From an optimization exercise on the open Yosys and OpenROAD flow, aimed at small area; shortcuts taken in it are not production practice.
Only simulation tests tie the RTL to the original design; equivalence was not proved.
Power and IR drop assume default switching activity.

`design/flow/design.v`:
```
`timescale 1ns / 1ps
module adc_fsm ( clk, rst, start_fsm, stop_sampling, samplingInProcess, configInProcess, CSnot, SCLK, SSTRB,
                 DIN, DOUT, ADC_ValueCH1, ADC_ValueCH2, ADC_ValueCH3 , sample_updated );
input             clk;
input             rst;
input             start_fsm;
input             stop_sampling;
input             DOUT;
output            SSTRB;
output reg        DIN;
output            SCLK;
output            CSnot;
output            samplingInProcess;
output            configInProcess;
output reg [15:0] ADC_ValueCH1;
output reg [15:0] ADC_ValueCH2;
output reg [15:0] ADC_ValueCH3;
output            sample_updated;
localparam [3:0] J_A = 4'd0,
                 J_B = 4'd1,
                 J_C1 = 4'd2,
                 J_C2 = 4'd3,
                 J_C3 = 4'd4,
                 J_D0 = 4'd5,
                 J_D1 = 4'd6,
                 J_E1 = 4'd7,
                 J_S1 = 4'd12,
                 J_S2 = 4'd13,
                 J_S3 = 4'd14,
                 J_E2 = 4'd15;
localparam [6:0] T_DONE = 7'd35,
                 T_W0   = 7'd37,
                 T_W1   = 7'd38,
                 T_WEND = 7'd127;
reg  [3:0] js;
reg  [1:0] stc;       
reg        sts;       
reg  [6:0] t;
reg  [2:0] cw;        
wire done_spi = (t == T_DONE);
wire waiting  = (t >= T_W0);
always @(posedge clk)
  if (rst || stop_sampling)
    js <= J_A;
  else
    case (js)
      J_A:  if (start_fsm) js <= J_B;
      J_B:  js <= J_C1;
      J_C1: if (done_spi) js <= J_C2;
      J_C2: if (done_spi) js <= J_C3;
      J_C3: if (done_spi) js <= J_D0;
      J_D0: js <= J_D1;
      J_D1: js <= J_E1;
      J_E1: js <= J_S1;
      J_S1: if (done_spi) js <= J_S2;
      J_S2: if (done_spi) js <= J_S3;
      J_S3: if (t == T_WEND) js <= J_E2;
      J_E2: js <= J_S1;
      default: js <= J_A;
    endcase
always @(posedge clk)
  if (rst)
    stc <= 2'd0;
  else if (!stop_sampling)
    stc <= (js == J_B) ? 2'd1 :
           ((js == J_C1) & done_spi) ? 2'd2 :
           ((js == J_C2) & done_spi) ? 2'd3 : 2'd0;
always @(posedge clk)
  if (rst || stop_sampling)
    sts <= 1'b0;
  else
    sts <= (js == J_E1) | (js == J_E2) | (((js == J_S1) | (js == J_S2)) & done_spi);
assign configInProcess   = (js == J_C1) | (js == J_C2) | (js == J_C3) | (js == J_D0) | (js == J_D1) | (js == J_E1);
assign samplingInProcess = (js == J_S1) | (js == J_S2) | (js == J_S3) | (js == J_E2);
assign sample_updated    = (t == T_W1);
assign SSTRB             = 1'b0;
wire idle  = (t == 7'd0) | done_spi;
wire start = idle & ((stc != 2'd0) | sts);
always @(posedge clk)
  if (rst)
    t <= 7'd0;
  else if (idle)
    t <= start ? 7'd1 : (done_spi & (js == J_S3) & ~stop_sampling) ? T_W0 : 7'd0;
  else if (waiting & stop_sampling)
    t <= 7'd0;
  else
    t <= t + 7'd1;
always @(posedge clk)
  if (idle)
    cw <= (stc != 2'd0) ? {1'b1, stc == 2'd2, stc == 2'd3} : {1'b0, js == J_S2, js == J_S3};
wire t_end = (t == 7'd33) | (t == 7'd34);    
assign SCLK  = (t >= 7'd2) & (t <= 7'd33);
reg cs_hold;
assign CSnot = ~((t >= 7'd1) & (t <= 7'd34)) | (t_end & cs_hold);
always @(negedge clk) begin
  cs_hold <= ~rst & t_end;
  DIN     <= ~rst & ((t == 7'd1) | ((t == 7'd3) & cw[0]) | ((t == 7'd4) & cw[1]) |
                     (((t == 7'd7) | (t == 7'd8)) & cw[2]));
end
wire shift_in = (t <= 7'd33);
reg        dout_n;    
reg [15:0] ring1, ring2, ring3;
always @(negedge clk)
  dout_n <= DOUT;
always @(posedge clk) begin
  ring1 <= {ring1[14:0], ((js == J_S1) & shift_in) ? dout_n : ring1[15]};
  ring2 <= {ring2[14:0], ((js == J_S2) & shift_in) ? dout_n : ring2[15]};
  ring3 <= {ring3[14:0], ((js == J_S3) & shift_in) ? dout_n : ring3[15]};
end
wire [2:0] ld_g, ld_h;
wire w0 = (t == T_W0);
adc_fsm_load u_load1 (.ld(w0), .rst(rst), .ld_g(ld_g[0]), .ld_h(ld_h[0]));
adc_fsm_load u_load2 (.ld(w0), .rst(rst), .ld_g(ld_g[1]), .ld_h(ld_h[1]));
adc_fsm_load u_load3 (.ld(w0), .rst(rst), .ld_g(ld_g[2]), .ld_h(ld_h[2]));
wire [15:0] ch1_new = {ring1[9:0], ring1[15:10]};
wire [15:0] ch2_new = {ring2[5:0], ring2[15:6]};
wire [15:0] ch3_new = {ring3[1:0], ring3[15:2]};
always @(posedge clk) begin
  ADC_ValueCH1 <= ({16{ld_g[0]}} & ch1_new) | ({16{ld_h[0]}} & ADC_ValueCH1);
  ADC_ValueCH2 <= ({16{ld_g[1]}} & ch2_new) | ({16{ld_h[1]}} & ADC_ValueCH2);
  ADC_ValueCH3 <= ({16{ld_g[2]}} & ch3_new) | ({16{ld_h[2]}} & ADC_ValueCH3);
end
endmodule
module adc_fsm_load ( ld, rst, ld_g, ld_h );
input        ld;
input        rst;
output       ld_g;
output       ld_h;
assign ld_g = ld & ~rst;
assign ld_h = ~ld & ~rst;
endmodule
```
`design/flow/flow/run.sh`:
```
#!/bin/bash
# Layout flow: the standard.sh (ORFS from synthesis to the final layout) with
#  - synthesis: the standard synthesis script, but ABC maps the combinational
#    logic with an area-oriented script (flow/my_synth.tcl, flow/abc_area.script);
#  - ports buffered with the smallest buffer (buf_1);
#  - clock tree synthesis with CTS_BUFS and no dummy loads.
# make's full output goes to flow_make.log in this folder; ORFS's per-step logs are
# under orfs/logs/.
set -euo pipefail
HERE="$(cd "$(dirname "${BASH_SOURCE[0]}")" && pwd)"
CTS_BUFS="sky130_fd_sc_hd__clkbuf_4"
export BUFFER_PORTS_ARGS="-buffer_cell sky130_fd_sc_hd__buf_1"
export CTS_ARGS="-sink_clustering_enable -repair_clock_nets -buf_list $CTS_BUFS -dont_use_dummy_load"
bash standard.sh SYNTH_SCRIPT="$HERE/my_synth.tcl" finish > flow_make.log 2>&1
```
`design/flow/flow/abc_area.script`:
```
&get -n
&st
&dch -f
&nf -a -R 1000
&put
```
`design/flow/flow/my_synth.tcl`:
```
# The standard synthesis (synth_recipe.tcl, in the folder above) with one change:
# the technology mapping of the combinational logic uses the area-oriented ABC script
# abc_area.script beside this file instead of ORFS's speed script. The registers
# (dfflibmap, before ABC) are exactly the standard synthesis's.
set my_flow_dir [file dirname [file normalize [info script]]]
proc abc {args} {
  set i [lsearch -exact $args -script]
  if {$i >= 0} { lset args [expr {$i + 1}] [file join $::my_flow_dir abc_area.script] }
  yosys abc {*}$args
}
source [file join $my_flow_dir .. synth_recipe.tcl]
```
`design/flow/standard.sh`:
```
#!/bin/bash
# synth_recipe.tcl (not shown) runs the flow's synth.tcl, then flattens the netlist and writes it again
# the make line also repeats each setting of config.mk as NAME=value (left out here)
make -C /OpenROAD-flow-scripts/flow DESIGN_CONFIG=/design/flow/config.mk WORK_HOME=/design/flow/orfs CLKGATE_MAP_FILE= SYNTH_SCRIPT=/design/flow/synth_recipe.tcl "${@:-finish}"
```
`design/flow/config.mk`:
```
export PLATFORM = sky130hd
export DESIGN_NAME = adc_fsm
export DESIGN_NICKNAME = adc_fsm
export VERILOG_FILES = /design/flow/design.v
export SDC_FILE = /design/flow/constraint.sdc
export NUM_CORES = 4
export LEC_CHECK = 0
export CAP_MARGIN = 0
export CORE_MARGIN = 2
export CORE_UTILIZATION = 65
export SLEW_MARGIN = 0
export SYNTH_HIERARCHICAL = 1
export SYNTH_MINIMUM_KEEP_SIZE = 0
```
`design/flow/constraint.sdc`:
```
create_clock -name core_clock -period 8.0 [get_ports {clk}]
set_input_delay 1.6000 -clock core_clock [delete_from_list [all_inputs] [get_ports {clk}]]
set_output_delay 1.6000 -clock core_clock [all_outputs]
set_load 0.01 [all_outputs]
```
==> run_results.csv, run 1 <==
group,metric,value,unit
logic_synthesis,synthAdderAreaFrac,1.43,%
clocking,post_cts_resized,0,
critical_path,crit_arrival,5.08,ns
route,postRouteAntennaNets,0,
logic_synthesis,seq_area_frac_synth,67.2,%
power_and_ir_drop,p_switching,182,uW
outcome,outcome,"no timing/DRC/antenna violations",
floorplanning,start_util,68.1,%
route,first_pass_iters,4,
final_layout,fin_nets,381,
worst_hold_path,hold_path.class,"flip-flop to flip-flop",
logic_synthesis,synth_compound_area_share,17.1,%
logic_synthesis,synth_cell_types,34,
route,num_vias,2472,
clocking,cts-hold-fix-buffers,0,
route,finalWirelength,6420,um
route,viasPerCell,5.62,
route,wl_per_cell,14.6,um
final_layout,layout_common_cells,"dfxtp_1 (113), buf_1 (58), a22o_1 (49)",
clocking,htree_levels,4,
final_layout,register_area,2350,um^2
clocking,cts_setup_buffers,0,
sta,slew_headroom,29.8,%
power_and_ir_drop,sw_frac_of_total,21.0,%
grt,grt_pass1_wl,10500,um
clocking,clkLatencyLatePin,0.50,ns
clocking,cts_tree,"done",
power_and_ir_drop,seqPwrFrac,67.4,%
sta,worstMarginPinSlew,1.05,ns
critical_path,crit_path_end_kind,"primary output",
grt,grt_max_degree,17,
clocking,cts_buffers,17,
logic_synthesis,yosys.area_share.simple,10.9,%
final_layout,drive_above_1_share,4.59,%
power_and_ir_drop,vdd_drop_max,131,uV
route,drc,0,
power_and_ir_drop,power.internal,684,uW
critical_path,startpoint_type,"flip-flop",
logic_synthesis,synth-xor-area-share,1.00,%
clocking,cts-root-buf,"clkbuf_4",
logic_synthesis,ys.flop_type,"dfxtp_1",
final_layout,fin_util,76.5,%
run,drv_cap,0,
sta,report.final.hold_viol_count,0,
logic_synthesis,ys_seq_elements,116,
power_and_ir_drop,power_density,220,nW/um^2
placement,routabilityCongestion,0.853,
sta,skew,0.0313,ns
grt,grt-ovfl-total,0,
final_layout,num_antenna_cells,0,
placement,dpl_worst_slack,1.64,ns
clocking,ctsLongestPathBuffers,2,
floorplanning,ios,60,
route,drtIter0Drc,133,
placement,dp_hpwl,4240,um
floorplanning,die-area,5990,um^2
critical_path,critical_path.cell_chain,"a21oi_1, o41ai_1, buf_1",
final_layout,instances_no_fill,440,
floorplanning,die_y,77.4,um
logic_synthesis,synth_edf_count,3,
logic_synthesis,muxShareOfSynthArea,1.25,%
clocking,clk_pin_slew,0.10,ns
final_layout,area_growth,12.4,%
sta,setup_viol,0,
critical_path,slowest_stage,"dfxtp_1",
grt,antenna_found_initial,0,
power_and_ir_drop,combPwrFrac,1.5,%
final_layout,final_common_cell,"dfxtp_1",
grt,track_usage,22.9,%
power_and_ir_drop,p_leak,1.49,nW
logic_synthesis,yosysWarnings,7,
sta,slew_violations,0,
critical_path,required,6.40,ns
sta,rsz0062_at_grt,"false",
critical_path,slowest_delay,0.28,ns
placement,dp.cells,421,
floorplanning,fp.coreArea,5140,um^2
placement,io_buffers,58,
final_layout,multi_input_area,1110,um^2
sta,setup-tns-final,0,ns
logic_synthesis,async_flop_share,0,%
floorplanning,row_count,26,
logic_synthesis,synth_top_family_by_area,"compound AO/OA/AOI/OAI gates",
logic_synthesis,avgSynthCellArea,11.9,um^2
critical_path,cp_max_fo,1,
logic_synthesis,syn_nets,303,
grt,grt_pass1_vias,2216,
floorplanning,dieWidth,77.4,um
power_and_ir_drop,pwr-share-clk,31.1,%
final_layout,fillers,363,
logic_synthesis,syn_area,3500,um^2
critical_path,criticalPathCategory,"flip-flop to primary output",
clocking,cts.sinks,116,
logic_synthesis,syn_inst,294,
sta,setup_ws,1.32,ns
-- cells in the mapped netlist, drive strengths merged (4+ instances only) --
library cell	count	area, um^2
a22o	49	429
nand2	13	48.8
a31oi	4	25.0
clkinv	7	26.3
nor2b	4	25.0
nand3	9	45.0
o21ai	6	30.0
a21oi	13	65.1
or3	5	31.3
nor2	27	101
nor3	7	35.0
dfxtp	113	2260
ha	4	50.1
-- area by class of cell --
cell class / count / share of cell area, %
well taps: 70 / 2.23
inverters: 6 / 0.573
clock buffers: 17 / 3.25
multi-input cells: 170 / 28.3
flip-flops and latches: 116 / 59.8
repair buffers: 58 / 5.54
clock inverters: 3 / 0.286
-- through the flow --
step                      hold WS [ns]  area (um^2)  total power [mW]
after floorplan                  0.331         3500             0.608
after global placement           0.334         3800             0.613
after detailed placement         0.338         3800             0.613
after CTS                        0.324         3930             0.872
final                            0.331         3930             0.865
after global routing             0.340         3930             0.899
-- per-module statistics from Yosys, one instance, submodules excluded --
module | cells inside | flip-flops and latches | times used | cell area [um^2]
adc_fsm | 288 | 116 | 1 | 3470
adc_fsm_load | 2 | 0 | 3 | 10.0
-- metal layers --
layer,routed length [um],global-route usage [%]
met1,3090,30.4
met2,2930,32.7
met3,288,9.07
met4,99,11.1
met5,0,0
-- cell families (layout without fill, tap and decap cells) --
kind of cell	Yosys count	after routing
fa+ha+maj	4	4
compound gates	78	78
other cells	1	1
simple gates	79	79
buf+inv	8	84
flops	116	116
mux	4	4
xor+xnor	4	4
-- power groups by stage --
stage / Sequential (mW) / Clock [mW] / Combinational [mW]
6_report: 0.583 / 0.269 / 0.0132
5_1_grt: 0.583 / 0.301 / 0.0148
4_1_cts: 0.583 / 0.275 / 0.0132
3_5_place_dp: 0.596 / 0.00326 / 0.0131
3_3_place_gp: 0.596 / 0.00326 / 0.0131
2_1_floorplan: 0.596 / 0.00326 / 0.00871
-- worst paths after layout --
path         slack (ns)  depth (start not counted)              from               end
min                0.33                          0  ring1[7]$_DFF_P_  ring1[8]$_DFF_P_
max                1.32                          3   cs_hold$_DFF_N_             CSnot
min reg2reg        0.33                          0  ring1[7]$_DFF_P_  ring1[8]$_DFF_P_
max reg2reg        2.38                          7   t[0]$_SDFF_PP0_       DIN$_DFF_N_
-- worst max-delay path, delay by kind of cell (launching register included) --
family	cells	cell delay [ns]
compound gates	2	0.20
flops	1	0.28
buf+inv	1	0.13
-- flip-flops by register name, indices dropped and copies added (netlist names), 2 cells and up --
signal	flops
ADC_ValueCH1	16
ADC_ValueCH2	16
ADC_ValueCH3	16
ring1	16
ring2	16
ring3	16
t	7
js	4
cw	3
stc	2
==> inputs of run 2 (changes only) <==
--- a/design/flow/design.v
+++ b/design/flow/design.v
@@ -30,3 +30,4 @@
                  J_E2 = 4'd15;
-localparam [6:0] T_DONE = 7'd35,
+localparam [6:0] T_DONE = 7'd34,
+                 T_IDLE = 7'd35,
                  T_W0   = 7'd37,
@@ -36,3 +37,2 @@
 reg  [1:0] stc;       
-reg        sts;       
 reg  [6:0] t;
@@ -67,7 +67,2 @@
            ((js == J_C2) & done_spi) ? 2'd3 : 2'd0;
-always @(posedge clk)
-  if (rst || stop_sampling)
-    sts <= 1'b0;
-  else
-    sts <= (js == J_E1) | (js == J_E2) | (((js == J_S1) | (js == J_S2)) & done_spi);
 assign configInProcess   = (js == J_C1) | (js == J_C2) | (js == J_C3) | (js == J_D0) | (js == J_D1) | (js == J_E1);
@@ -76,3 +71,4 @@
 assign SSTRB             = 1'b0;
-wire idle  = (t == 7'd0) | done_spi;
+wire idle  = (t == T_IDLE) | done_spi;
+wire sts   = ((js == J_S1) | (js == J_S2) | (js == J_S3)) & (t == T_IDLE);
 wire start = idle & ((stc != 2'd0) | sts);
@@ -80,7 +76,7 @@
   if (rst)
-    t <= 7'd0;
+    t <= T_IDLE;
   else if (idle)
-    t <= start ? 7'd1 : (done_spi & (js == J_S3) & ~stop_sampling) ? T_W0 : 7'd0;
-  else if (waiting & stop_sampling)
-    t <= 7'd0;
+    t <= start ? 7'd0 : (done_spi & (js == J_S3) & ~stop_sampling) ? T_W0 : T_IDLE;
+  else if ((waiting & stop_sampling) | (t == T_WEND))
+    t <= T_IDLE;
   else
@@ -90,12 +86,12 @@
     cw <= (stc != 2'd0) ? {1'b1, stc == 2'd2, stc == 2'd3} : {1'b0, js == J_S2, js == J_S3};
-wire t_end = (t == 7'd33) | (t == 7'd34);    
-assign SCLK  = (t >= 7'd2) & (t <= 7'd33);
+wire t_end = (t == 7'd32) | (t == 7'd33);    
+assign SCLK  = (t >= 7'd1) & (t <= 7'd32);
 reg cs_hold;
-assign CSnot = ~((t >= 7'd1) & (t <= 7'd34)) | (t_end & cs_hold);
+assign CSnot = (t >= 7'd34) | (t_end & cs_hold);
 always @(negedge clk) begin
   cs_hold <= ~rst & t_end;
-  DIN     <= ~rst & ((t == 7'd1) | ((t == 7'd3) & cw[0]) | ((t == 7'd4) & cw[1]) |
-                     (((t == 7'd7) | (t == 7'd8)) & cw[2]));
+  DIN     <= ~rst & ((t == 7'd0) | ((t == 7'd2) & cw[0]) | ((t == 7'd3) & cw[1]) |
+                     (((t == 7'd6) | (t == 7'd7)) & cw[2]));
 end
-wire shift_in = (t <= 7'd33);
+wire shift_in = SCLK;
 reg        dout_n;    
==> run_results.csv, run 2 <==
group,metric,value,unit
critical_path,criticalPathCategory,"flip-flop to primary output",
power_and_ir_drop,power_density,262,nW/um^2
logic_synthesis,ys_seq_elements,115,
route,drc,0,
route,first_pass_iters,4,
logic_synthesis,avgSynthCellArea,11.9,um^2
clocking,cts_buffers,17,
clocking,cts-hold-fix-buffers,0,
final_layout,num_antenna_cells,0,
sta,skew,0.0364,ns
floorplanning,start_util,67.4,%
grt,grt_pass1_vias,2185,
route,wl_per_cell,14.3,um
route,viasPerCell,5.57,
final_layout,fillers,392,
power_and_ir_drop,vdd_drop_max,195,uV
final_layout,fin_nets,378,
sta,worstMarginPinSlew,1.17,ns
worst_hold_path,hold_path.class,"flip-flop to flip-flop",
logic_synthesis,syn_inst,291,
power_and_ir_drop,p_leak,1.50,nW
floorplanning,fp.coreArea,5140,um^2
sta,setup-tns-final,0,ns
floorplanning,row_count,26,
grt,grt-ovfl-total,0,
logic_synthesis,synthTopCellsByCount,"dfxtp_1 (112), a22o_1 (49), nor2_1 (25)",
grt,grt_pass1_wl,10300,um
clocking,post_cts_resized,0,
logic_synthesis,syn_area,3460,um^2
clocking,ctsLongestPathBuffers,2,
logic_synthesis,syn_nets,300,
sta,slew_headroom,21.8,%
critical_path,crit_path_end_kind,"primary output",
placement,dp_hpwl,4150,um
critical_path,cp_max_fo,1,
sta,setup_viol,0,
logic_synthesis,synth_edf_count,3,
logic_synthesis,synth_area_leader_cell,"dfxtp_1",
run,drv_cap,0,
sta,report.final.hold_viol_count,0,
final_layout,final_common_cell,"dfxtp_1",
final_layout,drive_above_1_share,4.63,%
final_layout,layout_common_cells,"dfxtp_1 (112), buf_1 (58), a22o_1 (49)",
route,finalWirelength,6240,um
clocking,cts-root-buf,"clkbuf_4",
logic_synthesis,seq_area_frac_synth,67.3,%
route,num_vias,2435,
clocking,htree_levels,4,
route,drtIter0Drc,119,
final_layout,area_growth,12.5,%
clocking,clk_pin_slew,0.11,ns
critical_path,slowest_delay,0.30,ns
critical_path,required,6.40,ns
logic_synthesis,yosys-top-cells-area,"dfxtp_1 (65%), a22o_1 (12%), nor2_1 (2.7%), edfxtp_1 (2.6%), a21oi_1 (1.6%)",
floorplanning,die-area,5930,um^2
logic_synthesis,yosysMostFrequentCell,"dfxtp_1",
sta,rsz0062_at_grt,"false",
clocking,cts.sinks,115,
critical_path,critical_path.cell_chain,"clkinv_1, o211ai_1, buf_1",
critical_path,startpoint_type,"flip-flop",
final_layout,multi_input_area,1090,um^2
grt,antenna_found_initial,0,
critical_path,slowest_stage,"dfxtp_1",
floorplanning,dieWidth,77.0,um
critical_path,crit_arrival,5.14,ns
logic_synthesis,yosysWarnings,7,
outcome,outcome,"no timing/DRC/antenna violations",
clocking,cts_setup_buffers,0,
grt,grt_max_degree,19,
placement,routabilityCongestion,0.853,
critical_path,cpLargestDelayFamily,"flip-flops",
floorplanning,die_y,77.0,um
placement,io_buffers,58,
grt,track_usage,22.4,%
clocking,clkLatencyLatePin,0.48,ns
final_layout,register_area,2330,um^2
route,postRouteAntennaNets,0,
clocking,cts_tree,"done",
logic_synthesis,synth_cell_types,31,
critical_path,critical_path_buf_inv_count,2,
sta,slew_violations,0,
sta,holdWs,0.324,ns
logic_synthesis,async_flop_share,0,%
logic_synthesis,synth.top_cell.area_share,64.7,%
floorplanning,ios,60,
logic_synthesis,ys.flop_type,"dfxtp_1",
[run 2: layout make-up]
type | instances | area share, %
timing repair buffer | 58 | 5.59
inverter | 9 | 0.867
tap | 70 | 2.25
clock buffer | 17 | 3.28
multi-input combinational | 165 | 27.9
clock inverter | 3 | 0.289
sequential | 115 | 59.9
[run 2: power breakdown]
part	internal [mW]	switching (mW)
sequential	0.597	0.0205
combinational	0.0469	0.0909
clock	0.0991	0.167
[run 2: per-module statistics from Yosys (local to each module, per instance)]
module / times used / flip-flops and latches / area, um^2 / cells inside
adc_fsm: 1 / 115 / 3430 / 285
adc_fsm_load: 3 / 0 / 10.0 / 2
[run 2: cells by family (layout without fill, tap and decap cells)]
family | after synthesis | count (layout) | share of synthesized area (%)
compound gates | 79 | 79 | 17.6
xor+xnor | 4 | 4 | 1.01
fa+ha+maj | 4 | 4 | 1.45
buf+inv | 11 | 87 | 1.30
flops | 115 | 115 | 67.3
mux | 3 | 3 | 0.975
other cells | 1 | 1 | 0.108
simple gates | 74 | 74 | 10.3
[run 2: worst reg2reg max path, delay by kind of cell, from the launching register on]
family          cells  cell delay [ns]
flops               1             0.46
compound gates      3             0.43
fa+ha+maj           1             0.26
buf+inv             1             0.16
[run 2: per-layer routing]
metal	share of wire (%)	track usage [%]
met5	0	0
met4	0.75	9.11
met3	5.9	8.71
met2	45	33.2
met1	48	29.7
[run 2: final timing paths]
| kind | from | end | slack (ns) | depth (start not counted) |
|---|---|---|---|---|
| worst min-delay path | ring3[9]$_DFF_P_ | ring3[10]$_DFF_P_ | 0.32 | 0 |
| worst max register to register | t[0]$_SDFF_PP1_ | DIN$_DFF_N_ | 2.55 | 5 |
| worst min register to register | ring3[9]$_DFF_P_ | ring3[10]$_DFF_P_ | 0.32 | 0 |
| worst max-delay path | cs_hold$_DFF_N_ | CSnot | 1.26 | 3 |
[run 2: stage by stage]
stage | cell area (um^2) | power, mW | utilization, % | setup slack [ns] | std cells
after floorplan | 3460 | 0.731 | - | 1.81 | 291
final | 3900 | 1.02 | 75.8 | 1.26 | 437
after global routing | 3900 | 1.07 | 75.8 | 1.15 | 437
after CTS | 3900 | 1.03 | 75.8 | 1.22 | 437
after global placement | 3760 | 0.766 | 73.2 | 1.49 | 418
after detailed placement | 3760 | 0.770 | 73.2 | 1.48 | 418
==> inputs of run 3 (changes only) <==
--- a/design/flow/design.v
+++ b/design/flow/design.v
@@ -9,3 +9,3 @@
 output            SSTRB;
-output reg        DIN;
+output            DIN;
 output            SCLK;
@@ -88,9 +88,8 @@
 assign SCLK  = (t >= 7'd1) & (t <= 7'd32);
-reg cs_hold;
-assign CSnot = (t >= 7'd34) | (t_end & cs_hold);
-always @(negedge clk) begin
-  cs_hold <= ~rst & t_end;
-  DIN     <= ~rst & ((t == 7'd0) | ((t == 7'd2) & cw[0]) | ((t == 7'd3) & cw[1]) |
-                     (((t == 7'd6) | (t == 7'd7)) & cw[2]));
-end
+reg nq;
+assign DIN   = nq & (t <= 7'd8);
+assign CSnot = (t >= 7'd34) | (t_end & nq);
+always @(negedge clk)
+  nq <= ~rst & ((t == 7'd0) | ((t == 7'd2) & cw[0]) | ((t == 7'd3) & cw[1]) |
+                ((t == 7'd6) | (t == 7'd7)) & cw[2] | t_end);
 wire shift_in = SCLK;
==> design/flow/flow/abc_area.script (replaced) <==
&get -n
&st
&deepsyn -T 60 -S 5
&dch -f
&nf -a -R 1000
&put
==> design/flow/flow/my_synth.tcl (replaced) <==
# The standard synthesis (synth_recipe.tcl, in the folder above) with two changes
# to the mapping of the combinational logic, neither of which touches the registers
# (dfflibmap, and everything before it, is exactly the standard synthesis's):
#  - adders are not pre-mapped to half/full adder cells (ADDER_MAP_FILE empty), so ABC
#    maps the counter's incrementer with the rest of the logic;
#  - ABC uses the area-oriented script abc_area.script beside this file instead of
#    ORFS's speed script.
set my_flow_dir [file dirname [file normalize [info script]]]
set ::env(ADDER_MAP_FILE) ""
proc abc {args} {
  set i [lsearch -exact $args -script]
  if {$i >= 0} { lset args [expr {$i + 1}] [file join $::my_flow_dir abc_area.script] }
  yosys abc {*}$args
}
source [file join $my_flow_dir .. synth_recipe.tcl]
==> run_results.csv, run 3 <==
group,metric,value,unit
final_layout,fin_nets,341,
route,first_pass_iters,5,
logic_synthesis,syn_inst,259,
clocking,cts_setup_buffers,0,
sta,rsz0062_at_grt,"false",
critical_path,crit_path_end_kind,"primary output",
floorplanning,row_count,25,
clocking,cts-hold-fix-buffers,0,
logic_synthesis,syn_nets,264,
grt,grt_max_degree,17,
sta,setup-tns-final,0,ns
logic_synthesis,async_flop_share,0,%
logic_synthesis,avgSynthCellArea,12.6,um^2
logic_synthesis,synth_top_family_by_area,"compound AO/OA/AOI/OAI gates",
power_and_ir_drop,vdd_drop_max,193,uV
floorplanning,die-area,5600,um^2
critical_path,startpoint_type,"flip-flop",
final_layout,num_antenna_cells,0,
placement,io_buffers,58,
floorplanning,fp.coreArea,4790,um^2
logic_synthesis,seq_area_frac_synth,70.9,%
critical_path,cp_max_fo,2,
floorplanning,dieWidth,74.8,um
logic_synthesis,synth_compound_area_share,20.1,%
route,num_vias,2216,
final_layout,area_growth,13.0,%
logic_synthesis,synth.top_cell.area_share,68.1,%
route,finalWirelength,5710,um
floorplanning,start_util,68.2,%
final_layout,drive_above_1_share,5.09,%
logic_synthesis,yosysMostFrequentCell,"dfxtp_1",
logic_synthesis,yosys.area_share.simple,6.94,%
logic_synthesis,synthAdderAreaFrac,0,%
power_and_ir_drop,p_leak,1.44,nW
logic_synthesis,synth-xor-area-share,0,%
logic_synthesis,yosysWarnings,7,
floorplanning,ios,60,
final_layout,fillers,332,
route,postRouteAntennaNets,0,
worst_hold_path,hold_path.class,"flip-flop to flip-flop",
final_layout,layout_common_cells,"dfxtp_1 (111), buf_1 (58), a22o_1 (50)",
power_and_ir_drop,power_density,263,nW/um^2
sta,skew,0.0353,ns
grt,track_usage,23.0,%
clocking,ctsLongestPathBuffers,2,
logic_synthesis,ys_seq_elements,114,
logic_synthesis,yosys-top-cells-area,"dfxtp_1 (68%), a22o_1 (13%), edfxtp_1 (2.8%), nor2_1 (2.4%), a21oi_1 (2.0%)",
logic_synthesis,synth_area_leader_cell,"dfxtp_1",
logic_synthesis,synth_cell_types,29,
clocking,cts-root-buf,"clkbuf_4",
logic_synthesis,muxShareOfSynthArea,1.04,%
final_layout,final_area,3690,um^2
clocking,cts.sinks,114,
placement,routabilityCongestion,0.801,
clocking,cts_buffers,17,
critical_path,crit_arrival,5.15,ns
outcome,outcome,"no timing/DRC/antenna violations",
critical_path,criticalPathCategory,"flip-flop to primary output",
sta,slew_headroom,25.3,%
placement,dp.cells,383,
logic_synthesis,synthTopCellsByCount,"dfxtp_1 (111), a22o_1 (50), nor2_1 (21)",
clocking,htree_levels,4,
sta,report.final.hold_viol_count,0,
logic_synthesis,syn_area,3260,um^2
sta,setup_viol,0,
clocking,post_cts_resized,0,
critical_path,required,6.40,ns
route,wl_per_cell,14.2,um
run,drv_cap,0,
grt,grt_pass1_wl,9320,um
grt,grt_pass1_vias,1984,
clocking,cts_tree,"done",
sta,worstMarginPinSlew,1.12,ns
sta,slew_violations,0,
logic_synthesis,synth_edf_count,3,
placement,dp_hpwl,3870,um
route,drc,0,
grt,grt-ovfl-total,0,
grt,antenna_found_initial,0,
route,drtIter0Drc,148,
floorplanning,die_y,74.8,um
logic_synthesis,ys.flop_type,"dfxtp_1",
clocking,clk_pin_slew,0.10,ns
route,viasPerCell,5.53,
clocking,clkLatencyLatePin,0.49,ns
final_layout,final_common_cell,"dfxtp_1",
placement,dpl_cell_area,3560,um^2
final_layout,instances_no_fill,401,
-- run 3: cell types whose count changed after synthesis, sizes merged, moves of 4 or more --
cell	before	now
or3	5	0
o211ai	4	0
ha	4	0
clkinv	10	6
nor2	25	21
-- run 3: cell type report --
cell class	instances	area, um^2	area share (%)
Sequential cell	114	2310	62.7
Multi-Input combinational cell	138	920	24.9
Timing Repair Buffer	58	218	5.90
Clock buffer	17	128	3.46
Tap cell	67	83.8	2.27
Inverter	5	18.8	0.509
Clock inverter	2	7.51	0.204
-- run 3: cells by family after synthesis --
group | after synthesis
and+or+nand+nor | 50
other | 1
muxes | 3
buffers and inverters | 7
DFF | 114
AOI/OAI and AO/OA | 84
-- run 3: stage by stage --
stage	total power, mW	hold WS, ns	util (%)	worst slack, ns
6_report	0.970	0.321	77.0	1.25
5_1_grt	1.02	0.324	77.0	1.16
4_1_cts	0.978	0.317	77.0	1.22
3_5_place_dp	0.721	0.340	74.3	1.61
3_3_place_gp	0.718	0.336	74.3	1.64
2_1_floorplan	0.692	0.331	-	1.82
-- run 3: layer usage --
layer | routed length, um | GRT usage [%] | share of wire (%)
met3 | 361 | 10.8 | 6.3
met2 | 2490 | 30.9 | 44
met5 | 0 | 0 | 0
met1 | 2790 | 31.4 | 49
met4 | 64 | 11.1 | 1.1
-- run 3: per-module statistics from Yosys (local to each module, per instance) --
module	cell area (um^2)	times used	cells inside	flip-flops and latches
adc_fsm	3230	1	253	114
adc_fsm_load	10.0	3	2	0
-- run 3: power breakdown --
group	internal, mW	switching, mW	total, mW	leakage (nW)
combinational	0.0290	0.0668	0.0958	0.431
sequential	0.589	0.0225	0.612	0.928
clock	0.0984	0.164	0.263	0.0813
total	0.717	0.253	0.970	1.44
-- run 3: final timing paths --
path | start | end | slack [ns] | cells past startpoint
max | nq$_DFF_N_ | CSnot | 1.25 | 3
min | ring3[2]$_DFF_P_ | ring3[3]$_DFF_P_ | 0.32 | 0
max reg2reg | t[1]$_SDFF_PP1_ | nq$_DFF_N_ | 2.65 | 3
min reg2reg | ring3[2]$_DFF_P_ | ring3[3]$_DFF_P_ | 0.32 | 0
-- run 3: critical path, stage by stage (launching register included) --
cell and delay [ns]:
dfxtp_1 0.33, nor2_1 0.04, a21oi_1 0.15, buf_1 0.16
==> inputs of run 4 (changes only) <==
--- a/design/flow/design.v
+++ b/design/flow/design.v
@@ -18,20 +18,17 @@
 output            sample_updated;
-localparam [3:0] J_A = 4'd0,
-                 J_B = 4'd1,
-                 J_C1 = 4'd2,
-                 J_C2 = 4'd3,
-                 J_C3 = 4'd4,
-                 J_D0 = 4'd5,
-                 J_D1 = 4'd6,
-                 J_E1 = 4'd7,
-                 J_S1 = 4'd12,
-                 J_S2 = 4'd13,
-                 J_S3 = 4'd14,
-                 J_E2 = 4'd15;
+localparam [2:0] J_A  = 3'd0,    
+                 J_B  = 3'd1,    
+                 J_C1 = 3'd2,    
+                 J_C2 = 3'd3,
+                 J_C3 = 3'd4,    
+                 J_S1 = 3'd5,    
+                 J_S2 = 3'd6,
+                 J_S3 = 3'd7;    
 localparam [6:0] T_DONE = 7'd34,
                  T_IDLE = 7'd35,
-                 T_W0   = 7'd37,
-                 T_W1   = 7'd38,
-                 T_WEND = 7'd127;
-reg  [3:0] js;
+                 T_W0   = 7'd36,
+                 T_W1   = 7'd37,
+                 T_CEND = 7'd125,
+                 T_LAST = 7'd127;
+reg  [2:0] js;
 reg  [1:0] stc;       
@@ -41,2 +38,3 @@
 wire waiting  = (t >= T_W0);
+wire last     = (t == T_LAST);
 always @(posedge clk)
@@ -50,10 +48,6 @@
       J_C2: if (done_spi) js <= J_C3;
-      J_C3: if (done_spi) js <= J_D0;
-      J_D0: js <= J_D1;
-      J_D1: js <= J_E1;
-      J_E1: js <= J_S1;
+      J_C3: if (last) js <= J_S1;
       J_S1: if (done_spi) js <= J_S2;
       J_S2: if (done_spi) js <= J_S3;
-      J_S3: if (t == T_WEND) js <= J_E2;
-      J_E2: js <= J_S1;
+      J_S3: if (last) js <= J_S1;
       default: js <= J_A;
@@ -67,4 +61,4 @@
            ((js == J_C2) & done_spi) ? 2'd3 : 2'd0;
-assign configInProcess   = (js == J_C1) | (js == J_C2) | (js == J_C3) | (js == J_D0) | (js == J_D1) | (js == J_E1);
-assign samplingInProcess = (js == J_S1) | (js == J_S2) | (js == J_S3) | (js == J_E2);
+assign configInProcess   = (js == J_C1) | (js == J_C2) | (js == J_C3);
+assign samplingInProcess = (js == J_S1) | (js == J_S2) | (js == J_S3);
 assign sample_updated    = (t == T_W1);
@@ -78,4 +72,6 @@
   else if (idle)
-    t <= start ? 7'd0 : (done_spi & (js == J_S3) & ~stop_sampling) ? T_W0 : T_IDLE;
-  else if ((waiting & stop_sampling) | (t == T_WEND))
+    t <= start ? 7'd0 :
+         (done_spi & ~stop_sampling & (js == J_S3)) ? T_W0 :
+         (done_spi & ~stop_sampling & (js == J_C3)) ? T_CEND : T_IDLE;
+  else if ((waiting & stop_sampling) | last)
     t <= T_IDLE;
==> run_results.csv, run 4 <==
group,metric,value,unit
outcome,outcome,"no timing/DRC/antenna violations",
clocking,clk_pin_slew,0.09,ns
sta,setup-tns-final,0,ns
clocking,cts_tree,"done",
logic_synthesis,synth.top_cell.area_share,67.7,%
grt,grt_max_degree,17,
sta,rsz0062_at_grt,"false",
critical_path,slowest_stage,"dfxtp_1",
critical_path,critical_path.cell_chain,"clkinv_1, a31oi_1, buf_1",
route,wl_met1,2820,um
clocking,cts-root-buf,"clkbuf_4",
final_layout,fin_nets,342,
final_layout,layout_common_cells,"dfxtp_1 (110), buf_1 (58), a22o_1 (48)",
critical_path,crit_path_end_kind,"primary output",
route,drc,0,
final_layout,final_common_cell,"dfxtp_1",
sta,slew_headroom,24.3,%
sta,setup_viol,0,
logic_synthesis,synthTopCellsByCount,"dfxtp_1 (110), a22o_1 (48), nor2_1 (20)",
sta,report.final.hold_viol_count,0,
floorplanning,die-area,5580,um^2
sta,worstMarginPinSlew,1.13,ns
final_layout,fillers,344,
logic_synthesis,syn_inst,260,
clocking,ctsLongestPathBuffers,2,
route,num_vias,2246,
grt,antenna_found_initial,0,
sta,skew,0.0335,ns
clocking,cts.sinks,113,
clocking,cts-hold-fix-buffers,0,
critical_path,slowest_delay,0.32,ns
clocking,cts_buffers,17,
final_layout,num_antenna_cells,0,
clocking,cts_setup_buffers,0,
logic_synthesis,syn_area,3250,um^2
worst_hold_path,hold_path.class,"flip-flop to flip-flop",
critical_path,startpoint_type,"flip-flop",
route,wl_per_cell,14.3,um
floorplanning,row_count,25,
critical_path,criticalPathCategory,"flip-flop to primary output",
logic_synthesis,async_flop_share,0,%
final_layout,drive_above_1_share,5.07,%
final_layout,register_area,2290,um^2
sta,holdWs,0.334,ns
grt,grt_pass1_wl,9270,um
floorplanning,ios,60,
floorplanning,start_util,67.9,%
logic_synthesis,seq_area_frac_synth,70.5,%
clocking,htree_levels,4,
logic_synthesis,yosysWarnings,7,
critical_path,required,6.40,ns
logic_synthesis,synth_area_leader_cell,"dfxtp_1",
placement,routabilityCongestion,0.822,
logic_synthesis,ys.flop_type,"dfxtp_1",
power_and_ir_drop,vdd_drop_max,203,uV
run,drv_cap,0,
clocking,clkLatencyLatePin,0.48,ns
clocking,post_cts_resized,0,
route,drtIter0Drc,76,
placement,dp_hpwl,3710,um
critical_path,crit_arrival,5.16,ns
grt,grt-ovfl-total,0,
route,finalWirelength,5730,um
logic_synthesis,synth_cell_types,26,
logic_synthesis,yosysMostFrequentCell,"dfxtp_1",
route,postRouteAntennaNets,0,
route,dr_wl_met3,287,um
logic_synthesis,ys_seq_elements,113,
logic_synthesis,synth_edf_count,3,
logic_synthesis,syn_nets,265,
power_and_ir_drop,power_density,258,nW/um^2
route,dr.max_layer_used,"met4",
route,viasPerCell,5.59,
logic_synthesis,yosys-top-cells-area,"dfxtp_1 (68%), a22o_1 (13%), edfxtp_1 (2.8%), nor2_1 (2.3%), nand2_1 (1.5%)",
logic_synthesis,avgSynthCellArea,12.5,um^2
floorplanning,die_y,74.7,um
floorplanning,dieWidth,74.7,um
route,met2_length,2580,um
critical_path,cp_max_fo,2,
floorplanning,fp.coreArea,4790,um^2
sta,slew_violations,0,
placement,io_buffers,58,
critical_path,cpLargestDelayFamily,"flip-flops",
final_layout,area_growth,13.1,%
critical_path,critical_path_buf_inv_count,2,
power_and_ir_drop,p_leak,1.42,nW
grt,grt_pass1_vias,1995,
route,first_pass_iters,4,
grt,track_usage,22.7,%
final_layout,fin_util,76.8,%
final_layout,multi_input_area,933,um^2
==> run 4: changes by cell type in the layout (fill, tap and decap cells not counted), moves of 2 or more <==
cell / before / now
a2111oi_0: 2 / 0
a211oi_1: 2 / 0
a21o_1: 3 / 0
a21oi_1: 13 / 9
a22o_1: 50 / 48
a31oi_1: 0 / 3
a32o_1: 0 / 2
and2_0: 2 / 0
nand2_1: 9 / 13
nor4_1: 1 / 3
or2_0: 1 / 3
xor2_1: 0 / 4
==> run 4: cell type report <==
type                            instances  share of cell area (%)
Clock buffer                           17                    3.47
Clock inverter                          2                   0.204
Inverter                                4                   0.408
Multi-Input combinational cell        141                    25.4
Sequential cell                       113                    62.3
Tap cell                               67                    2.28
Timing Repair Buffer                   58                    5.92
==> run 4: cells by family after synthesis <==
family / Yosys count / synth area share [%]
and+or+nand+nor: 59 / 8.54
buffers and inverters: 6 / 0.808
AOI/OAI and AO/OA: 74 / 17.9
other: 1 / 0.115
DFF: 113 / 70.5
xor gates and xnor gates: 4 / 1.08
muxes: 3 / 1.04
==> run 4: modules after synthesis (local to each module, per instance) <==
| module | area, um^2 | times used | cells inside |
|---|---|---|---|
| adc_fsm | 3220 | 1 | 254 |
| adc_fsm_load | 10.0 | 3 | 2 |
==> run 4: where the power goes <==
group / leakage (nW) / total [mW] / internal, mW / switching (mW)
logic: 0.415 / 0.0804 / 0.0267 / 0.0537
registers: 0.921 / 0.604 / 0.583 / 0.0207
clock network: 0.0813 / 0.263 / 0.0985 / 0.165
==> run 4: worst paths after layout <==
path,startpoint,to,slack (ns),cells past startpoint
hold / removal,ring3[1]$_DFF_P_,ring3[2]$_DFF_P_,0.33,0
setup / recovery,nq$_DFF_N_,CSnot,1.24,3
setup reg to reg,t[0]$_SDFF_PP1_,nq$_DFF_N_,2.58,4
hold reg to reg,ring3[1]$_DFF_P_,ring3[2]$_DFF_P_,0.33,0
==> run 4: per-stage QoR <==
stage / std cells / setup WS, ns / power (mW) / instance area (um^2)
floorplan: 260 / 1.78 / 0.676 / 3250
global placement: 384 / 1.72 / 0.696 / 3550
detailed placement: 384 / 1.69 / 0.698 / 3550
CTS: 402 / 1.21 / 0.952 / 3680
global route: 402 / 1.15 / 0.993 / 3680
finish: 402 / 1.24 / 0.948 / 3680
==> run 4: worst register-to-register path: stages (launching register included) <==
cell     delay, ns
dfxtp_1       0.42
or3_1         0.38
o31ai_1       0.29
nand3_1       0.12
a21oi_1       0.13
==> run 4: metal layers <==
layer,up-vias,global-route usage (%)
met3,5,9.91
li1,1100,-
met1,1084,29.4
met5,-,0
met4,0,9.33
met2,57,33.5
==> inputs of run 5 (changes only) <==
--- a/design/flow/design.v
+++ b/design/flow/design.v
@@ -18,10 +18,6 @@
 output            sample_updated;
-localparam [2:0] J_A  = 3'd0,    
-                 J_B  = 3'd1,    
-                 J_C1 = 3'd2,    
-                 J_C2 = 3'd3,
-                 J_C3 = 3'd4,    
-                 J_S1 = 3'd5,    
-                 J_S2 = 3'd6,
-                 J_S3 = 3'd7;    
+localparam [3:0] J_A   = 4'b0000,
+                 J_B   = 4'b0100,
+                 J_C1F = 4'b1101,
+                 J_S1  = 4'b0001;
 localparam [6:0] T_DONE = 7'd34,
@@ -32,6 +28,9 @@
                  T_LAST = 7'd127;
-reg  [2:0] js;
-reg  [1:0] stc;       
+reg  [3:0] js;
 reg  [6:0] t;
 reg  [2:0] cw;        
+wire       pend = js[3];
+wire       cfg  = js[2];
+wire [1:0] ch   = js[1:0];
+wire       ch3  = (ch == 2'd3);
 wire done_spi = (t == T_DONE);
@@ -39,26 +38,25 @@
 wire last     = (t == T_LAST);
-always @(posedge clk)
-  if (rst || stop_sampling)
-    js <= J_A;
-  else
-    case (js)
-      J_A:  if (start_fsm) js <= J_B;
-      J_B:  js <= J_C1;
-      J_C1: if (done_spi) js <= J_C2;
-      J_C2: if (done_spi) js <= J_C3;
-      J_C3: if (last) js <= J_S1;
-      J_S1: if (done_spi) js <= J_S2;
-      J_S2: if (done_spi) js <= J_S3;
-      J_S3: if (last) js <= J_S1;
-      default: js <= J_A;
-    endcase
+wire smp      = ~pend & ~cfg & (ch != 2'd0);      
+wire conf     = cfg & (ch != 2'd0);               
 always @(posedge clk)
   if (rst)
-    stc <= 2'd0;
-  else if (!stop_sampling)
-    stc <= (js == J_B) ? 2'd1 :
-           ((js == J_C1) & done_spi) ? 2'd2 :
-           ((js == J_C2) & done_spi) ? 2'd3 : 2'd0;
-assign configInProcess   = (js == J_C1) | (js == J_C2) | (js == J_C3);
-assign samplingInProcess = (js == J_S1) | (js == J_S2) | (js == J_S3);
+    js <= J_A;
+  else if (stop_sampling)
+    js <= pend ? {2'b10, ch} : J_A;
+  else if (pend & ~cfg)                           
+    js <= start_fsm ? J_B : J_A;
+  else if (js == J_A)
+    js <= start_fsm ? J_B : J_A;
+  else if (js == J_B)
+    js <= J_C1F;
+  else if (done_spi & ~ch3)                       
+    js <= {cfg, cfg, ch + 2'd1};
+  else if (done_spi)                              
+    js <= {1'b0, cfg, 2'b11};
+  else if (last)
+    js <= J_S1;
+  else
+    js <= {1'b0, js[2:0]};
+assign configInProcess   = conf;
+assign samplingInProcess = smp;
 assign sample_updated    = (t == T_W1);
@@ -66,4 +64,4 @@
 wire idle  = (t == T_IDLE) | done_spi;
-wire sts   = ((js == J_S1) | (js == J_S2) | (js == J_S3)) & (t == T_IDLE);
-wire start = idle & ((stc != 2'd0) | sts);
+wire sts   = smp & (t == T_IDLE);
+wire start = idle & (pend | sts);
 always @(posedge clk)
@@ -73,4 +71,4 @@
     t <= start ? 7'd0 :
-         (done_spi & ~stop_sampling & (js == J_S3)) ? T_W0 :
-         (done_spi & ~stop_sampling & (js == J_C3)) ? T_CEND : T_IDLE;
+         (done_spi & ~stop_sampling & ch3 & ~pend & ~cfg) ? T_W0 :
+         (done_spi & ~stop_sampling & ch3 & cfg) ? T_CEND : T_IDLE;
   else if ((waiting & stop_sampling) | last)
@@ -81,3 +79,3 @@
   if (idle)
-    cw <= (stc != 2'd0) ? {1'b1, stc == 2'd2, stc == 2'd3} : {1'b0, js == J_S2, js == J_S3};
+    cw <= {pend, ch};
 wire t_end = (t == 7'd32) | (t == 7'd33);    
@@ -88,3 +86,3 @@
 always @(negedge clk)
-  nq <= ~rst & ((t == 7'd0) | ((t == 7'd2) & cw[0]) | ((t == 7'd3) & cw[1]) |
+  nq <= ~rst & ((t == 7'd0) | ((t == 7'd2) & (cw[1:0] == 2'd3)) | ((t == 7'd3) & (cw[1:0] == 2'd2)) |
                 ((t == 7'd6) | (t == 7'd7)) & cw[2] | t_end);
@@ -96,5 +94,5 @@
 always @(posedge clk) begin
-  ring1 <= {ring1[14:0], ((js == J_S1) & shift_in) ? dout_n : ring1[15]};
-  ring2 <= {ring2[14:0], ((js == J_S2) & shift_in) ? dout_n : ring2[15]};
-  ring3 <= {ring3[14:0], ((js == J_S3) & shift_in) ? dout_n : ring3[15]};
+  ring1 <= {ring1[14:0], (smp & (ch == 2'd1) & shift_in) ? dout_n : ring1[15]};
+  ring2 <= {ring2[14:0], (smp & (ch == 2'd2) & shift_in) ? dout_n : ring2[15]};
+  ring3 <= {ring3[14:0], (smp & ch3 & shift_in) ? dout_n : ring3[15]};
 end
--- a/design/flow/flow/run.sh
+++ b/design/flow/flow/run.sh
@@ -10,3 +10,3 @@
 HERE="$(cd "$(dirname "${BASH_SOURCE[0]}")" && pwd)"
-CTS_BUFS="sky130_fd_sc_hd__clkbuf_4"
+CTS_BUFS="sky130_fd_sc_hd__clkbuf_8"
 export BUFFER_PORTS_ARGS="-buffer_cell sky130_fd_sc_hd__buf_1"
==> run_results.csv, run 5 <==
group,metric,value,unit
logic_synthesis,async_flop_share,0,%
logic_synthesis,ys_seq_elements,112,
logic_synthesis,yosysWarnings,7,
floorplanning,die_y,74.5,um
route,postRouteAntennaNets,0,
grt,grt_pass1_wl,9230,um
final_layout,drive_above_1_share,2.78,%
final_layout,layout_common_cells,"dfxtp_1 (109), buf_1 (58), a22o_1 (48)",
power_and_ir_drop,power_density,254,nW/um^2
placement,dp_hpwl,3790,um
logic_synthesis,ys.flop_type,"dfxtp_1",
route,drc,0,
logic_synthesis,synth_edf_count,3,
route,wl_per_cell,14.8,um
final_layout,final_area,3650,um^2
clocking,cts-root-buf,"clkbuf_8",
route,viasPerCell,5.58,
logic_synthesis,syn_inst,257,
route,first_pass_iters,4,
critical_path,cpLargestDelayFamily,"simple AND/OR/NAND/NOR gates",
grt,grt_max_degree,18,
clocking,htree_levels,3,
grt,track_usage,22.1,%
sta,slew_violations,0,
final_layout,fillers,326,
route,finalWirelength,5780,um
sta,report.final.hold_viol_count,0,
clocking,clk_pin_slew,0.09,ns
sta,setup-tns-final,0,ns
logic_synthesis,syn_area,3230,um^2
sta,skew,0.0376,ns
final_layout,final_common_cell,"dfxtp_1",
critical_path,cp_max_fo,2,
placement,dp.cells,381,
logic_synthesis,syn_nets,262,
logic_synthesis,synth_area_leader_cell,"dfxtp_1",
route,num_vias,2182,
route,drtIter0Drc,168,
critical_path,crit_path_end_kind,"primary output",
clocking,cts_setup_buffers,0,
floorplanning,dieWidth,74.5,um
placement,dpl_cell_area,3520,um^2
grt,antenna_found_initial,0,
floorplanning,start_util,67.9,%
grt,grt-ovfl-total,0,
floorplanning,fp.coreArea,4750,um^2
worst_hold_path,hold_path.class,"flip-flop to flip-flop",
sta,rsz0062_at_grt,"false",
floorplanning,ios,60,
floorplanning,row_count,25,
logic_synthesis,yosys-top-cells-area,"dfxtp_1 (68%), a22o_1 (13%), edfxtp_1 (2.8%), nor2_1 (2.0%), a21oi_1 (1.7%)",
final_layout,register_area,2270,um^2
logic_synthesis,synth.top_cell.area_share,67.6,%
final_layout,instances_no_fill,391,
critical_path,critical_path.cell_chain,"or4b_1, a21oi_1, buf_1",
sta,worstMarginPinSlew,1.15,ns
clocking,post_cts_resized,0,
final_layout,num_antenna_cells,0,
critical_path,criticalPathCategory,"flip-flop to primary output",
logic_synthesis,avgSynthCellArea,12.6,um^2
power_and_ir_drop,finalPower,929,uW
logic_synthesis,synth_cell_types,32,
logic_synthesis,seq_area_frac_synth,70.4,%
outcome,outcome,"no timing/DRC/antenna violations",
logic_synthesis,yosysMostFrequentCell,"dfxtp_1",
grt,grt_pass1_vias,2062,
clocking,cts_tree,"done",
final_layout,multi_input_area,938,um^2
clocking,ctsLongestPathBuffers,2,
logic_synthesis,synthTopCellsByCount,"dfxtp_1 (109), a22o_1 (48), nor2_1 (17)",
power_and_ir_drop,p_leak,1.39,nW
sta,slew_headroom,23.4,%
critical_path,crit_arrival,5.38,ns
clocking,cts-hold-fix-buffers,0,
critical_path,required,6.40,ns
critical_path,startpoint_type,"flip-flop",
run,drv_cap,0,
final_layout,fin_nets,331,
placement,routabilityCongestion,0.816,
critical_path,slowest_stage,"or4b_1",
clocking,cts_buffers,9,
clocking,cts.sinks,112,
critical_path,critical_path_buf_inv_count,1,
clocking,clkLatencyLatePin,0.37,ns
floorplanning,die-area,5550,um^2
critical_path,slowest_delay,0.43,ns
sta,setup_viol,0,
final_layout,area_growth,13.1,%
power_and_ir_drop,vdd_drop_max,154,uV
placement,io_buffers,58,
## run 5: cell count changes after synthesis, moves of 3 or more
cell      change
nor3_1        +4
o31ai_1       -4
a31oi_1       -3
xor2_1        -3
o21ai_0       +3
nand3_1       -3
a21boi_0      +3
nor2_1        -3
## run 5: worst paths after layout
path / startpoint / to / slack, ns / cells after the start
hold reg to reg: ring3[1]$_DFF_P_ / ring3[2]$_DFF_P_ / 0.33 / 0
setup / recovery: nq$_DFF_N_ / DIN / 1.02 / 3
hold / removal: ring3[1]$_DFF_P_ / ring3[2]$_DFF_P_ / 0.33 / 0
setup reg to reg: t[3]$_SDFF_PP0_ / nq$_DFF_N_ / 2.57 / 4
## run 5: area by class of cell
type                            instances  share of cell area, %
Clock buffer                            9                   3.39
Clock inverter                          2                  0.206
Inverter                                2                  0.206
Multi-Input combinational cell        141                   25.7
Sequential cell                       112                   62.2
Tap cell                               67                   2.30
Timing Repair Buffer                   58                   5.96
## run 5: report_power, final
part	internal (mW)	total [mW]	switching, mW	leakage (nW)
Sequential	0.579	0.599	0.0206	0.912
Combinational	0.0265	0.0709	0.0444	0.411
Clock	0.103	0.258	0.155	0.0678
Total	0.708	0.929	0.220	1.39
## run 5: per-stage QoR
| stage | util, % | hold WS, ns | setup slack [ns] |
|---|---|---|---|
| global placement | 74.1 | 0.334 | 1.42 |
| global route | 76.8 | 0.324 | 0.911 |
| detailed placement | 74.1 | 0.339 | 1.39 |
| floorplan | - | 0.331 | 1.47 |
| finish | 76.8 | 0.329 | 1.02 |
| CTS | 76.8 | 0.328 | 0.997 |
## run 5: kinds of logic after synthesis
family	count (synthesis)	share of synthesized area (%)
buf+inv	4	0.581
other cells	1	0.116
simple gates	56	8.45
compound gates	78	18.6
mux	3	1.05
xor+xnor	3	0.814
flops	112	70.4
## run 5: Yosys stat by module (local to each module, per instance)
module        times used  cells  flops+latches  area, um^2
adc_fsm                1    251            112        3200
adc_fsm_load           3      2              0        10.0
## run 5: routing by layer
layer / vias to the layer above / part of all wire [%] / track usage [%]
met5: - / 0 / 0
met4: 0 / 1.9 / 8.73
met3: 12 / 5.2 / 8.40
met2: 58 / 46 / 33.8
met1: 1042 / 47 / 28.5
li1: 1070 / - / -
==> inputs of run 6 (changes only) <==
==> design/flow/flow/abc_area.script (replaced) <==
&get -n
&st
&deepsyn -J 2000 -T 900 -S 5
&dch -f
&nf -a -R 1000
&put
==> run_results.csv, run 6 <==
group,metric,value,unit
logic_synthesis,synth_top_family_by_area,"compound AO/OA/AOI/OAI gates",
logic_synthesis,syn_nets,262,
clocking,cts_setup_buffers,0,
critical_path,startpoint_type,"flip-flop",
final_layout,fin_util,76.8,%
final_layout,final_common_cell,"dfxtp_1",
logic_synthesis,muxShareOfSynthArea,1.05,%
sta,report.final.hold_viol_count,0,
logic_synthesis,synthAdderAreaFrac,0,%
logic_synthesis,ys.flop_type,"dfxtp_1",
outcome,outcome,"no timing/DRC/antenna violations",
sta,setup_viol,0,
power_and_ir_drop,vdd_drop_max,154,uV
route,postRouteAntennaNets,0,
route,first_pass_iters,4,
power_and_ir_drop,power_density,254,nW/um^2
critical_path,worst_r2r_path_depth,4,
final_layout,fillers,326,
critical_path,criticalPathCategory,"flip-flop to primary output",
logic_synthesis,syn_inst,257,
grt,grt_pass1_wl,9230,um
logic_synthesis,async_flop_share,0,%
sta,slew_violations,0,
final_layout,layout_common_cells,"dfxtp_1 (109), buf_1 (58), a22o_1 (48)",
final_layout,multi_input_area,938,um^2
critical_path,cpLargestDelayFamily,"simple AND/OR/NAND/NOR gates",
clocking,cts_tree,"done",
sta,setup-tns-final,0,ns
route,finalWirelength,5780,um
logic_synthesis,synth_edf_count,3,
final_layout,drive_above_1_share,2.78,%
grt,grt_max_degree,18,
critical_path,cp.depth,3,
critical_path,critical_path_buf_inv_count,1,
floorplanning,die_y,74.5,um
critical_path,r2r_start,"t[3]$_SDFF_PP0_",
placement,routabilityCongestion,0.816,
logic_synthesis,synth-xor-area-share,0.814,%
clocking,cts-hold-fix-buffers,0,
logic_synthesis,yosysWarnings,7,
critical_path,slowest_stage,"or4b_1",
sta,skew,0.0376,ns
clocking,cts-root-buf,"clkbuf_8",
sta,holdWs,0.329,ns
route,dr_wl_met3,303,um
critical_path,rr_endpoint,"nq$_DFF_N_",
critical_path,r2r_slack,2.57,ns
clocking,clkLatencyLatePin,0.37,ns
sta,worstMarginPinSlew,1.15,ns
route,met2_length,2680,um
final_layout,num_antenna_cells,0,
grt,grt_pass1_vias,2062,
critical_path,critical_path.cell_chain,"or4b_1, a21oi_1, buf_1",
logic_synthesis,yosysMostFrequentCell,"dfxtp_1",
route,viasPerCell,5.58,
floorplanning,fp.coreArea,4750,um^2
final_layout,area_growth,13.1,%
placement,io_buffers,58,
route,num_vias,2182,
power_and_ir_drop,finalPower,929,uW
logic_synthesis,yosys-top-cells-area,"dfxtp_1 (68%), a22o_1 (13%), edfxtp_1 (2.8%), nor2_1 (2.0%), a21oi_1 (1.7%)",
floorplanning,start_util,67.9,%
critical_path,crit_path_end,"DIN",
grt,grt-ovfl-total,0,
critical_path,crit_path_end_kind,"primary output",
final_layout,fin_nets,331,
clocking,post_cts_resized,0,
logic_synthesis,syn_area,3230,um^2
route,dr.max_layer_used,"met4",
clocking,cts_buffers,9,
critical_path,required,6.40,ns
logic_synthesis,synth.top_cell.area_share,67.6,%
power_and_ir_drop,p_leak,1.39,nW
clocking,ctsLongestPathBuffers,2,
route,wl_per_cell,14.8,um
logic_synthesis,ys_seq_elements,112,
logic_synthesis,seq_area_frac_synth,70.4,%
route,drc,0,
clocking,cts.sinks,112,
critical_path,crit_start,"nq$_DFF_N_",
logic_synthesis,avgSynthCellArea,12.6,um^2
route,wl_met1,2690,um
logic_synthesis,synthTopCellsByCount,"dfxtp_1 (109), a22o_1 (48), nor2_1 (17)",
critical_path,slowest_delay,0.43,ns
sta,slew_headroom,23.4,%
logic_synthesis,synth_cell_types,32,
placement,dp_hpwl,3790,um
logic_synthesis,synth_compound_area_share,18.6,%
clocking,htree_levels,3,
grt,antenna_found_initial,0,
worst_hold_path,hold_path.class,"flip-flop to flip-flop",
clocking,clk_pin_slew,0.09,ns
route,drtIter0Drc,168,
critical_path,crit_arrival,5.38,ns
final_layout,register_area,2270,um^2
floorplanning,row_count,25,
floorplanning,dieWidth,74.5,um
logic_synthesis,synth_area_leader_cell,"dfxtp_1",
run,drv_cap,0,
logic_synthesis,yosys.area_share.simple,8.45,%
floorplanning,die-area,5550,um^2
sta,rsz0062_at_grt,"false",
critical_path,cp_max_fo,2,
floorplanning,ios,60,
grt,track_usage,22.1,%
[run 6: cell counts in the layout (fill, tap and decap cells not counted)]
Identical to the previous run, type by type.
[run 6: kinds of logic (layout without fill, tap and decap cells)]
logic type | Yosys count | count (layout)
XOR/XNOR | 3 | 3
other | 1 | 1
buffers and inverters | 4 | 71
flip-flops | 112 | 112
AO/OA/AOI/OAI | 78 | 78
AND/OR/NAND/NOR | 56 | 56
multiplexers | 3 | 3
[run 6: cell type report]
type                            count  share of cell area [%]
Sequential cell                   112                    62.2
Clock inverter                      2                   0.206
Inverter                            2                   0.206
Timing Repair Buffer               58                    5.96
Multi-Input combinational cell    141                    25.7
Tap cell                           67                    2.30
Clock buffer                        9                    3.39
[run 6: modules after synthesis, one instance, submodules excluded]
module / cell area (um^2) / flops+latches / copies in the design
adc_fsm: 3200 / 112 / 1
adc_fsm_load: 10.0 / 0 / 3
[run 6: per-layer routing]
| metal | global-route usage [%] | vias to the layer above |
|---|---|---|
| li1 | - | 1070 |
| met1 | 28.5 | 1042 |
| met2 | 33.8 | 58 |
| met3 | 8.40 | 12 |
| met4 | 8.73 | 0 |
| met5 | 0 | - |
[run 6: how the worst min path moves through the flow]
stage          slack (ns)              start           endpoint  depth (start not counted)
6_report             0.33   ring3[1]$_DFF_P_   ring3[2]$_DFF_P_                          0
4_1_cts              0.33   ring3[1]$_DFF_P_   ring3[2]$_DFF_P_                          0
3_5_place_dp         0.34   ring3[7]$_DFF_P_   ring3[8]$_DFF_P_                          0
3_3_place_gp         0.33  ring1[10]$_DFF_P_  ring1[11]$_DFF_P_                          0
5_1_grt              0.32   ring3[1]$_DFF_P_   ring3[2]$_DFF_P_                          0
2_1_floorplan        0.33   ring1[8]$_DFF_P_   ring1[9]$_DFF_P_                          0
[run 6: power by group]
group          leakage [nW]  internal, mW  switching (mW)
sequential            0.912         0.579          0.0206
clock                0.0678         0.103           0.155
combinational         0.411        0.0265          0.0444
total                  1.39         0.708           0.220
[run 6: stage by stage]
| step | instance area, um^2 | std cells | worst slack [ns] |
|---|---|---|---|
| floorplan | 3230 | 257 | 1.47 |
| global placement | 3520 | 381 | 1.42 |
| detailed placement | 3520 | 381 | 1.39 |
| CTS | 3650 | 391 | 0.997 |
| global route | 3650 | 391 | 0.911 |
| finish | 3650 | 391 | 1.02 |
